Background: an optimization exercise with open tools, aiming at small area. Do not read the settings as production practice. Where RTL was checked, it was by simulation tests only, not by an equivalence proof against the original.

==> flow/design.v (excerpt) <==
module  MLP (
    input clk,               
    input reset,             
    input in1,               
    input in2,               
    input signed [7:0] hidden_weight1,
    input signed [7:0] hidden_weight2,
    input signed [7:0] hidden_bias1,
    input signed [7:0] hidden_weight3,
    input signed [7:0] hidden_weight4,
    input signed [7:0] hidden_bias2  ,
    input signed [7:0] hidden_weight5,
    input signed [7:0] hidden_weight6,
    input signed [7:0] hidden_bias3  ,
    input signed [7:0] output_weight1,
    input signed [7:0] output_weight2,
    input signed [7:0] output_weight3,
    input signed [7:0] output_bias   ,
    output reg final_out     
);
    wire [9:0] h1, h2, h3;
    neuron2 hidden_neuron1(
        .input1(in1), .input2(in2),
        .weight1(hidden_weight1), .weight2(hidden_weight2), .bias(hidden_bias1),
        .neuron_out(h1)
    );
    neuron2 hidden_neuron2(
        .input1(in1), .input2(in2),
        .weight1(hidden_weight3), .weight2(hidden_weight4), .bias(hidden_bias2),
        .neuron_out(h2)
    );
    neuron2 hidden_neuron3(
        .input1(in1), .input2(in2),
        .weight1(hidden_weight5), .weight2(hidden_weight6), .bias(hidden_bias3),
        .neuron_out(h3)
    );
    reg [9:0] hid1_q1, hid1_q2, hid1_q3;    
    reg [9:0] hid2_q1, hid2_q2, hid2_q3;    
    always @(posedge clk) begin
        hid1_q1 <= h1;
        hid1_q2 <= h2;
        hid1_q3 <= h3;
        hid2_q1 <= hid1_q1;
        hid2_q2 <= hid1_q2;
        hid2_q3 <= hid1_q3;
    end
    wire msb;
    neuron3 output_neuron(
        .in1(hid2_q1), .in2(hid2_q2), .in3(hid2_q3),
        .w1(output_weight1), .w2(output_weight2), .w3(output_weight3),
        .bias(output_bias),
        .msb_out(msb)
    );
    reg msb1_q, msb2_q;
    always @(posedge clk) begin
        msb1_q <= msb;
        msb2_q <= msb1_q;
        if (reset)
            final_out <= 1'b0;
        else
            final_out <= msb2_q;
    end
endmodule
Settings: LEC_CHECK=0, CAP_MARGIN=20, CORE_MARGIN=2, CORE_UTILIZATION=40, SLEW_MARGIN=20, SYNTH_HIERARCHICAL=1, SYNTH_MINIMUM_KEEP_SIZE=0; clock period 7.0 ns.
standard.sh (not shown) runs the stock make flow with config.mk's settings and CLKGATE_MAP_FILE= SYNTH_SCRIPT=/design/flow/synth_recipe.tcl, a recipe that flattens the netlist after the stock synthesis.
==> flow/flow/run.sh <==
#!/bin/bash
# Own layout flow: the standard flow (standard.sh) with smaller port
# buffers, synthesis buffers removed at floorplan, and a leaner clock tree.
set -euo pipefail
bash standard.sh \
  'BUFFER_PORTS_ARGS=-buffer_cell sky130_fd_sc_hd__buf_1' \
  REMOVE_ABC_BUFFERS=1 \
  'CTS_ARGS=-sink_clustering_enable -repair_clock_nets -dont_use_dummy_load -buf_list sky130_fd_sc_hd__clkbuf_4' \
  finish > standard_flow.log 2>&1
The first run finished clean.
Then changed:
- CAP_MARGIN: 20 -> 0
- GPL_TIMING_DRIVEN: not set -> 0
- SLEW_MARGIN: 20 -> 0
Effect: Non-clock buffer count drops by 29. Synthesized area does not change. Fmax drops by 0.88%. Clock-buffer cell count is unchanged. Critical path depth drops by 1. Clock skew drops by 0.012 ns. Wire length drops by 10%. Worst setup slack degrades by 0.060 ns. Cell count drops by 3.3%.
Then changed:
- CORE_UTILIZATION: 40 -> 60
The changed run completed with no timing, DRC or antenna violations.
Setup slack got worse by 0.0089 ns.
Via count goes up by 0.77%.
Utilization climbs by 22 points.
Cell area decreases by about 1.1%.
Register-to-register slack is worse by 0.02 ns.
Function was not checked in any run of this note: the RTL went through the layout flow alone.

* * *

MLP, a different RTL version from the one above (not shown whole).
For scale: about 63 flip-flops, roughly 110 I/O pins, ~6500 um2 of cells after synthesis.
clock: 7.0 ns
lec_check: 0
cap_margin: 0
core_margin: 2
core_utilization: 40
gpl_timing_driven: 0
slew_margin: 0
synth_hierarchical: 1
synth_minimum_keep_size: 0
==> flow/flow/run.sh <==
#!/bin/bash
# Own layout flow: the standard flow (standard.sh) with smaller port
# buffers, synthesis buffers removed at floorplan, and a leaner clock tree.
set -euo pipefail
bash standard.sh \
  'BUFFER_PORTS_ARGS=-buffer_cell sky130_fd_sc_hd__buf_1' \
  REMOVE_ABC_BUFFERS=1 \
  'CTS_ARGS=-sink_clustering_enable -sink_clustering_size 32 -sink_clustering_max_diameter 300 -repair_clock_nets -dont_use_dummy_load -buf_list sky130_fd_sc_hd__clkbuf_8' \
  finish > standard_flow.log 2>&1
Then changed:
==> flow/run.sh (new file) <==
#!/bin/bash
# synth_recipe.tcl (not shown) runs the flow's synth.tcl, then flattens the netlist and writes it again
# the make line also repeats each setting of config.mk as NAME=value (left out here)
make -C /OpenROAD-flow-scripts/flow DESIGN_CONFIG=/design/flow/config.mk WORK_HOME=/design/flow/orfs CLKGATE_MAP_FILE= SYNTH_SCRIPT=/design/flow/synth_recipe.tcl finish
--- a/flow/config.mk
+++ b/flow/config.mk
@@ -6,9 +6,8 @@
 export NUM_CORES = 4
 export LEC_CHECK = 0
-export CAP_MARGIN = 0
+export CAP_MARGIN = 20
 export CORE_MARGIN = 2
 export CORE_UTILIZATION = 40
-export GPL_TIMING_DRIVEN = 0
-export SLEW_MARGIN = 0
+export SLEW_MARGIN = 20
 export SYNTH_HIERARCHICAL = 1
 export SYNTH_MINIMUM_KEEP_SIZE = 0
removed: flow/flow/run.sh
removed: flow/standard.sh
Effect: Clock skew falls by 0.0068 ns; area after synthesis stays the same; register-to-register slack improves by 0.12 ns; design area climbs by 14%; via count went up by 2.7%; wire length rises by 11%; final cell count grows by 2.9%.
Then changed:
==> flow/flow/run.sh (new file) <==
#!/bin/bash
# Own layout flow: the standard flow (standard.sh) with smaller port
# buffers, synthesis buffers removed at floorplan, and a leaner clock tree.
set -euo pipefail
bash standard.sh \
  'BUFFER_PORTS_ARGS=-buffer_cell sky130_fd_sc_hd__buf_1' \
  REMOVE_ABC_BUFFERS=1 \
  'CTS_ARGS=-sink_clustering_enable -repair_clock_nets -dont_use_dummy_load -buf_list sky130_fd_sc_hd__clkbuf_4' \
  finish > standard_flow.log 2>&1
==> flow/standard.sh (new file) <==
#!/bin/bash
# synth_recipe.tcl (not shown) runs the flow's synth.tcl, then flattens the netlist and writes it again
# the make line also repeats each setting of config.mk as NAME=value (left out here)
make -C /OpenROAD-flow-scripts/flow DESIGN_CONFIG=/design/flow/config.mk WORK_HOME=/design/flow/orfs CLKGATE_MAP_FILE= SYNTH_SCRIPT=/design/flow/synth_recipe.tcl "${@:-finish}"
removed: flow/run.sh
Register-to-register slack is worse by 0.06 ns.

[port drivers added, routing unchanged]
How much do the figures lean on ideal ports? The routed layouts below were timed once more, with nothing changed but the port constraints.
Step 1: set_driving_cell puts a clkbuf_16 on clk and a buf_2 on each other input, an assumption about the parent block.
Step 2, shift: input delay + t, output delay - t, t = (earliest + latest rising clock arrival at the registers) / 2. This alone moves slack from input paths to output paths.
Slacks: ideal / step 1 / step 2; pairs: ideal / step 1.
run | shift t [ns] | slack for setup (ns) | cell pins on the clock port's net
the first run of note 1 | 0.463 | 0.227 / 0.227 / -0.236 | 1
the second run of note 1 | 0.427 | 0.167 / 0.156 / -0.272 | 1
the third run of note 1 | 0.407 | 0.158 / 0.146 / -0.261 | 1
the first run of note 2 | 0.372 | 0.199 / 0.193 / -0.180 | 1
the second run of note 2 | 0.365 | 0.229 / 0.239 / -0.126 | 1
the third run of note 2 | 0.444 | 0.517 / 0.507 / 0.063 | 1
With both steps, setup timing fails in 5 of these runs, where it was met with ideal ports. For the first run of note 1, which loses most, drivers alone change the setup slack by 0.000 ns; drivers and shift together by -0.463 ns.
